Source: an optimization exercise on an open RTL-to-GDS flow (aim: small area). Production flows keep margins and buffers that such runs may drop. Function was checked by simulation only, so behaviour that the tests miss may differ from the original. The clock input has no modelled driver; a real chip could not lean on it and would need a root buffer or a full tree. Power and IR drop assume default switching activity.

== P ==
Design digital_loc, start of the top module:
module digital_loc(
    input key_a,
    input key_b,
    input key_c,
    input key_d,
    input reset,
	 input clk,
    output [6:0] postion_state,
	 output  [3:0] x,
	 output [1:0] Led2,
	 output reg [3:0] selector,
	 output reg dot,
	 output S_CLK,
	 output LR_CLK,
	 output M_CLK,
	 output reg Sin
    );
	reg [5:0] r;
	reg [4:0] q;
	wire [4:0] gm = r[4:0] + {q[3:0], 1'b0} + {q[0], 4'b0};    
	wire tick = r[0] && (gm[2:1] == 2'b11);
	wire [1:0] kk = gm[4:3];
	wire r49 = r[5] && r[4] && r[0];           
	wire second = (q == 5'd31) && r49;          
	always @(posedge clk or negedge reset)
		if (!reset) begin
			r <= 6'd4;
			q <= 5'd0;
		end else if (r49) begin
			r <= 6'd0;
			q <= q + 5'd1;
		end else
			r <= r + 6'd1;
	wire ka, kb, kc, kd;
	keyedge ea(clk, reset, tick, key_a, ka);
	keyedge eb(clk, reset, tick, key_b, kb);
	keyedge ec(clk, reset, tick, key_c, kc);
	keyedge ed(clk, reset, tick, key_d, kd);
	reg [3:0] state;
	assign x = state;
	localparam S_CLOCK = 4'd1, S_PAUSE = 4'd10;
	wire adjust = (state != S_CLOCK) && (state != S_PAUSE);
	wire condition = (state == 4'd6) || (state == 4'd7) || (state == 4'd8) || (state == 4'd9);
	always @(posedge clk or negedge reset)
		if (!reset)
			state <= S_CLOCK;
		else if (tick && (ka || kb)) begin
			case (state)
				S_CLOCK: state <= ka ? 4'd2 : S_PAUSE;
				S_PAUSE: state <= kb ? S_CLOCK : S_PAUSE;
				4'd2, 4'd3, 4'd4, 4'd5, 4'd6, 4'd7, 4'd8:
				         state <= ka ? state + 4'd1 : S_CLOCK;
				4'd9:    state <= ka ? 4'd2 : S_CLOCK;
				default: state <= 4'd15;
			endcase
		end
	reg [3:0] min2, min1, H2;
	reg [2:0] H1;
	reg [3:0] A_min2, A_H2;
	reg [2:0] A_min1;
	reg [1:0] A_H1;
	reg [5:0] sec;
	reg alarm;
	reg [3:0] O_min2, O_H2;
	reg [2:0] O_min1;
	reg [1:0] O_H1;
	assign Led2 = {alarm, alarm};
	function [3:0] step;
		input [3:0] v;
		input [3:0] top;
		input down;
		begin
			if (down)
				step = (v == 4'd0) ? top : v - 4'd1;
			else
				step = (v == top) ? 4'd0 : v + 4'd1;
		end
	endfunction
	wire edit = kc || kd;
	wire down = adjust && kd;
	wire c0 = (min2 == 4'd9);                      
	wire c1 = c0 && (min1 == 4'd5);                
	wire h23 = (H1 == 3'd2) && (H2 == 4'd3);       
  ...
export LEC_CHECK = 0
export CAP_MARGIN = 0
export CORE_MARGIN = 2
export CORE_UTILIZATION = 40
export SLEW_MARGIN = 0
create_clock -name core_clock -period 10.0 [get_ports {clk}]
standard.sh (not shown) runs the stock make flow with config.mk's settings and CLKGATE_MAP_FILE= SYNTH_SCRIPT=/design/flow/synth_recipe.tcl, a recipe that flattens the netlist after the stock synthesis.
==> flow/flow/run.sh <==
#!/bin/bash
# Own flow: the standard synthesis, its combinational logic re-mapped with a deeper ABC script
# (registers untouched), then the standard ORFS layout with lighter clock tree and port buffers.
set -euo pipefail
W=$PWD
R=$W/orfs/results/$FLOW_PLATFORM/digital_loc/base
bash standard.sh synth > $W/std_synth.log 2>&1
cp $R/1_2_yosys.v $W/1_2_yosys_standard.v
if python3 $W/flow/resynth.py $W/1_2_yosys_standard.v $W/1_2_yosys_resynth.v $W > $W/resynth.log 2>&1; then
  cp $W/1_2_yosys_resynth.v $R/1_2_yosys.v
  rm -f $R/1_synth.odb $R/1_synth.sdc
else
  echo "resynthesis failed, keeping the standard netlist" >> $W/resynth.log
fi
export BUFFER_PORTS_ARGS="-buffer_cell sky130_fd_sc_hd__buf_1"
export CTS_ARGS="-sink_clustering_enable -repair_clock_nets -dont_use_dummy_load -buf_list sky130_fd_sc_hd__clkbuf_8 -root_buf sky130_fd_sc_hd__clkbuf_8 -sink_clustering_size 90 -sink_clustering_max_diameter 500"
bash standard.sh finish > $W/std_finish.log 2>&1
Other scripts of this flow, unchanged in this note and not shown: flow/flow/resynth.py, flow/flow/resynth.ys.in
What Q does differently from P at the input level:
- PLACE_DENSITY: unset -> 0.85
- CAP_MARGIN: 0 -> 20
- CORE_UTILIZATION: 40 -> 80
- SLEW_MARGIN: 0 -> 20
Findings:
Design area: Q and P compared, higher one is P
Between P and Q, the sequential power figures differ only marginally.
Q vs. P: setup slack of the critical path after layout has increased, cell area after placement has decreased, clock skew has increased, post-layout instance count excluding filler cells has decreased.
Lower transition time at the pin with the least slew margin goes to Q over P.
From P to Q the numbers moved as follows: relative area of non-clock buffer cells in the final design ~0 delta; vertical extent of the die now smaller.
Looking at area enclosed by the die boundary across both flows, Q is the stronger of the two, with P trailing.
For R, these inputs were changed with respect to Q:
- CORE_UTILIZATION now 65, was 80
- PLACE_DENSITY no longer set, was 0.85
==> summary.txt <==
Q → R: delay of the slowest critical-path stage did not really move, first-pass GRT wire length fell by about 5.5%, routed wire length on met3 went down, portion of total power attributed to sequential cells flat, routed length on met1 went up by 10%.
Share of power burned in combinational logic (lower): Q
Max met1 capacity usage during global routing across Q and R: Q
Diff Q..R | pin count of the biggest net entering global routing | unchanged
Row met2 capacity usage during global routing: R lower / Q higher


## delta
Starting RTL as in the previous note.
Design digital_loc, start of the top module:
module digital_loc(
    input key_a,
    input key_b,
    input key_c,
    input key_d,
    input reset,
	 input clk,
    output [6:0] postion_state,
	 output  [3:0] x,
	 output [1:0] Led2,
	 output reg [3:0] selector,
	 output reg dot,
	 output S_CLK,
	 output LR_CLK,
	 output M_CLK,
	 output reg Sin
    );
clock: 10.0 ns
lec_check: 0
cap_margin: 0
core_margin: 2
core_utilization: 40
slew_margin: 0
==> flow/flow/run.sh <==
#!/bin/bash
# Own flow: the standard synthesis, its combinational logic re-mapped with a deeper ABC script
# (registers untouched), the standard placement, a small two-level clock tree (clock_tree.tcl),
# then the standard ORFS routing and finishing. Each tool writes its own log here.
set -euo pipefail
W=$PWD
R=$W/orfs/results/$FLOW_PLATFORM/digital_loc/base
bash standard.sh synth > $W/std_synth.log 2>&1
cp $R/1_2_yosys.v $W/1_2_yosys_standard.v
if python3 $W/flow/resynth.py $W/1_2_yosys_standard.v $W/1_2_yosys_resynth.v $W > $W/resynth.log 2>&1; then
  cp $W/1_2_yosys_resynth.v $R/1_2_yosys.v
  rm -f $R/1_synth.odb $R/1_synth.sdc
else
  echo "resynthesis failed, keeping the standard netlist" >> $W/resynth.log
fi
export BUFFER_PORTS_ARGS="-buffer_cell sky130_fd_sc_hd__buf_1"
export CTS_ARGS="-sink_clustering_enable -repair_clock_nets -dont_use_dummy_load -buf_list sky130_fd_sc_hd__clkbuf_8 -root_buf sky130_fd_sc_hd__clkbuf_8 -sink_clustering_size 90 -sink_clustering_max_diameter 500"
bash standard.sh place > $W/std_place.log 2>&1
# Small clock tree; kept only if its worst register clock-pin slew is well inside the limit,
# otherwise the standard CTS step runs.
if PLATFORM_DIR=$FLOW_HOME/platforms/$FLOW_PLATFORM IN_ODB=$R/3_place.odb IN_SDC=$R/3_place.sdc \
   CLK_PORT=clk CLK_LEAVES=7 CLK_LEAF_BUF=sky130_fd_sc_hd__clkbuf_8 CLK_ROOT_BUF=sky130_fd_sc_hd__clkbuf_4 \
   OUT_ODB=$W/cts_manual.odb OUT_SDC=$W/cts_manual.sdc \
   openroad -no_init -exit $W/flow/clock_tree.tcl > $W/clock_tree.log 2>&1; then
  slew=$(grep -o 'RESULT max clock pin slew: [0-9.e-]*' $W/clock_tree.log | awk '{print $NF}')
  if python3 -c "import sys; sys.exit(0 if float('$slew') <= 0.110 else 1)"; then
    cp $W/cts_manual.odb $R/4_1_cts.odb
    cp $W/cts_manual.sdc $R/4_cts.sdc
    echo "manual clock tree kept (slew $slew)" >> $W/clock_tree.log
  else
    echo "manual clock tree slew $slew too high, standard CTS runs" >> $W/clock_tree.log
  fi
fi
bash standard.sh finish > $W/std_finish.log 2>&1
==> flow/flow/resynth.py <==
"""Re-map the combinational logic of the standard synthesis netlist with a deeper ABC script.
Registers (instances, names, cell types) are kept as the standard synthesis made them.
Several ABC random seeds run in parallel; the smallest netlist is kept."""
import os, re, subprocess, sys

src, dst, work = sys.argv[1], sys.argv[2], sys.argv[3]
plat = os.environ.get("FLOW_PLATFORM", "sky130hd")
top_name = os.environ.get("FLOW_TOP", "digital_loc")
flow_home = os.environ["FLOW_HOME"]
lib = f"{flow_home}/platforms/{plat}/lib/sky130_fd_sc_hd__tt_025C_1v80.lib"
cfg = open(f"{flow_home}/platforms/{plat}/config.mk").read()
m = re.search(r"DONT_USE_CELLS \+= \\\n((?:.*\\\n)*.*\n)", cfg)
dont = re.findall(r"sky130_fd_sc_hd__\w+", m.group(1)) if m else []
template = open(os.path.join(os.path.dirname(os.path.abspath(__file__)), "resynth.ys.in")).read()
seeds = [0, 3, 7, 11, 13, 17, 19, 23]
ncores = max(1, int(os.environ.get("NUM_CORES", "4")))

def regs(t):
    return sorted(re.findall(r"^\s*(sky130_fd_sc_hd__df\w+)\s+(\S+)\s*\(", t, flags=re.M))

procs = []
for i, s in enumerate(seeds):
    if i >= ncores:
        procs[i - ncores][1].wait()
    tag = f"s{s}"
    script = f"strash;&get,-n;&deepsyn,-I,2,-T,120,-S,{s};&put;dch,-f;amap;topo"
    ys = (template.replace("@LIB@", lib).replace("@IN@", src).replace("@TOP@", top_name)
          .replace("@DONTUSE@", " ".join("-dont_use " + c for c in dont))
          .replace("@SCRIPT@", script)
          .replace("@STAT@", os.path.join(work, f"resynth_stat_{tag}.txt"))
          .replace("@OUT@", os.path.join(work, f"resynth_out_{tag}.v")))
    open(os.path.join(work, f"resynth_{tag}.ys"), "w").write(ys)
    log = open(os.path.join(work, f"resynth_yosys_{tag}.log"), "w")
    procs.append((tag, subprocess.Popen(["yosys", "-s", os.path.join(work, f"resynth_{tag}.ys")],
                                        stdout=log, stderr=subprocess.STDOUT)))

ref = regs(open(src).read())
best = None
for tag, p in procs:
    if p.wait() != 0:
        print(f"{tag}: yosys failed")
        continue
    text = open(os.path.join(work, f"resynth_out_{tag}.v")).read()
    mods = re.split(r"(?=^module )", text, flags=re.M)
    top = [x for x in mods if x.startswith("module " + top_name + "(")]
    if len(top) != 1:
        print(f"{tag}: no top module")
        continue
    out = top[0]
    out = out[: out.index("endmodule") + len("endmodule")] + "\n"
    if regs(out) != ref or not ref or "assign" in out:
        print(f"{tag}: registers changed or assign left")
        continue
    st = open(os.path.join(work, f"resynth_stat_{tag}.txt")).read()
    area = float(re.search(r"Chip area for (?:top )?module '\\\S+': ([\d.]+)", st).group(1))
    print(f"{tag}: area {area}")
    if best is None or area < best[0]:
        best = (area, tag, out)
assert best is not None, "no resynthesis result"
open(dst, "w").write(best[2])
print(f"resynth ok: kept {best[1]} (area {best[0]}), {len(ref)} registers kept")
Other scripts of this flow, unchanged in this note and not shown: flow/flow/clock_tree.tcl, flow/flow/resynth.ys.in
diff inputs: delta => epsilon
--- a/flow/flow/resynth.py
+++ b/flow/flow/resynth.py
@@ -13,6 +13,5 @@
 dont = re.findall(r"sky130_fd_sc_hd__\w+", m.group(1)) if m else []
 template = open(os.path.join(os.path.dirname(os.path.abspath(__file__)), "resynth.ys.in")).read()
-seeds = [0, 3, 7, 11, 13, 17, 19, 23]
-ncores = max(1, int(os.environ.get("NUM_CORES", "4")))
+seeds = [0, 3, 7, 11][: max(1, int(os.environ.get("NUM_CORES", "4")))]
 
 def regs(t):
@@ -20,7 +19,5 @@
 
 procs = []
-for i, s in enumerate(seeds):
-    if i >= ncores:
-        procs[i - ncores][1].wait()
+for s in seeds:
     tag = f"s{s}"
     script = f"strash;&get,-n;&deepsyn,-I,2,-T,120,-S,{s};&put;dch,-f;amap;topo"
--- outcome ---
- Diff delta..epsilon | die area | unchanged
- Taking delta as the reference, in epsilon slew at the pin closest to its max-slew limit now sits at about the same level, setup slack closely matched the old numbers, total power of the final layout held, clock transition at the registers of the reported paths barely changed.
- epsilon: done, clean on timing, DRC and antenna
No run of this note takes its clock network from TritonCTS; it comes from the design's own scripts or RTL.

-- afterwards: timing with drivers on the ports --
The results above use ideal ports. As a check the final layouts listed here were re-extracted and re-timed, cells and wires unchanged.
Step 1 (the two cells are an assumption about what drives the block):
set clk [get_ports {clk}]
set_driving_cell -lib_cell sky130_fd_sc_hd__clkbuf_16 $clk
set_driving_cell -lib_cell sky130_fd_sc_hd__buf_2 [delete_from_list [all_inputs] $clk]
Step 2 adds t to the input delays and takes it off the output delays; t is the mean of the earliest and latest rising clock arrival at the registers after step 1. Input paths then give back, and output paths get back, about the clock's delay inside the block.
Slacks: ideal ports / drivers / drivers and shift; pairs: ideal ports / drivers.
run | shift t [ns] | setup slack, ns | worst setup path after step 2 | worst register clock-pin slew, ns
P | 0.388 | 2.565 / 2.531 / 2.919 | register to output | 0.08 / 0.08
Q | 0.382 | 2.931 / 2.901 / 3.283 | register to output | 0.08 / 0.08
R | 0.378 | 3.038 / 3.007 / 3.385 | register to output | 0.09 / 0.09
delta | 0.482 | 2.690 / 2.660 / 3.142 | register to output | 0.09 / 0.09
epsilon | 0.482 | 2.690 / 2.660 / 3.142 | register to output | 0.09 / 0.09
After both steps every run listed still meets setup and hold.
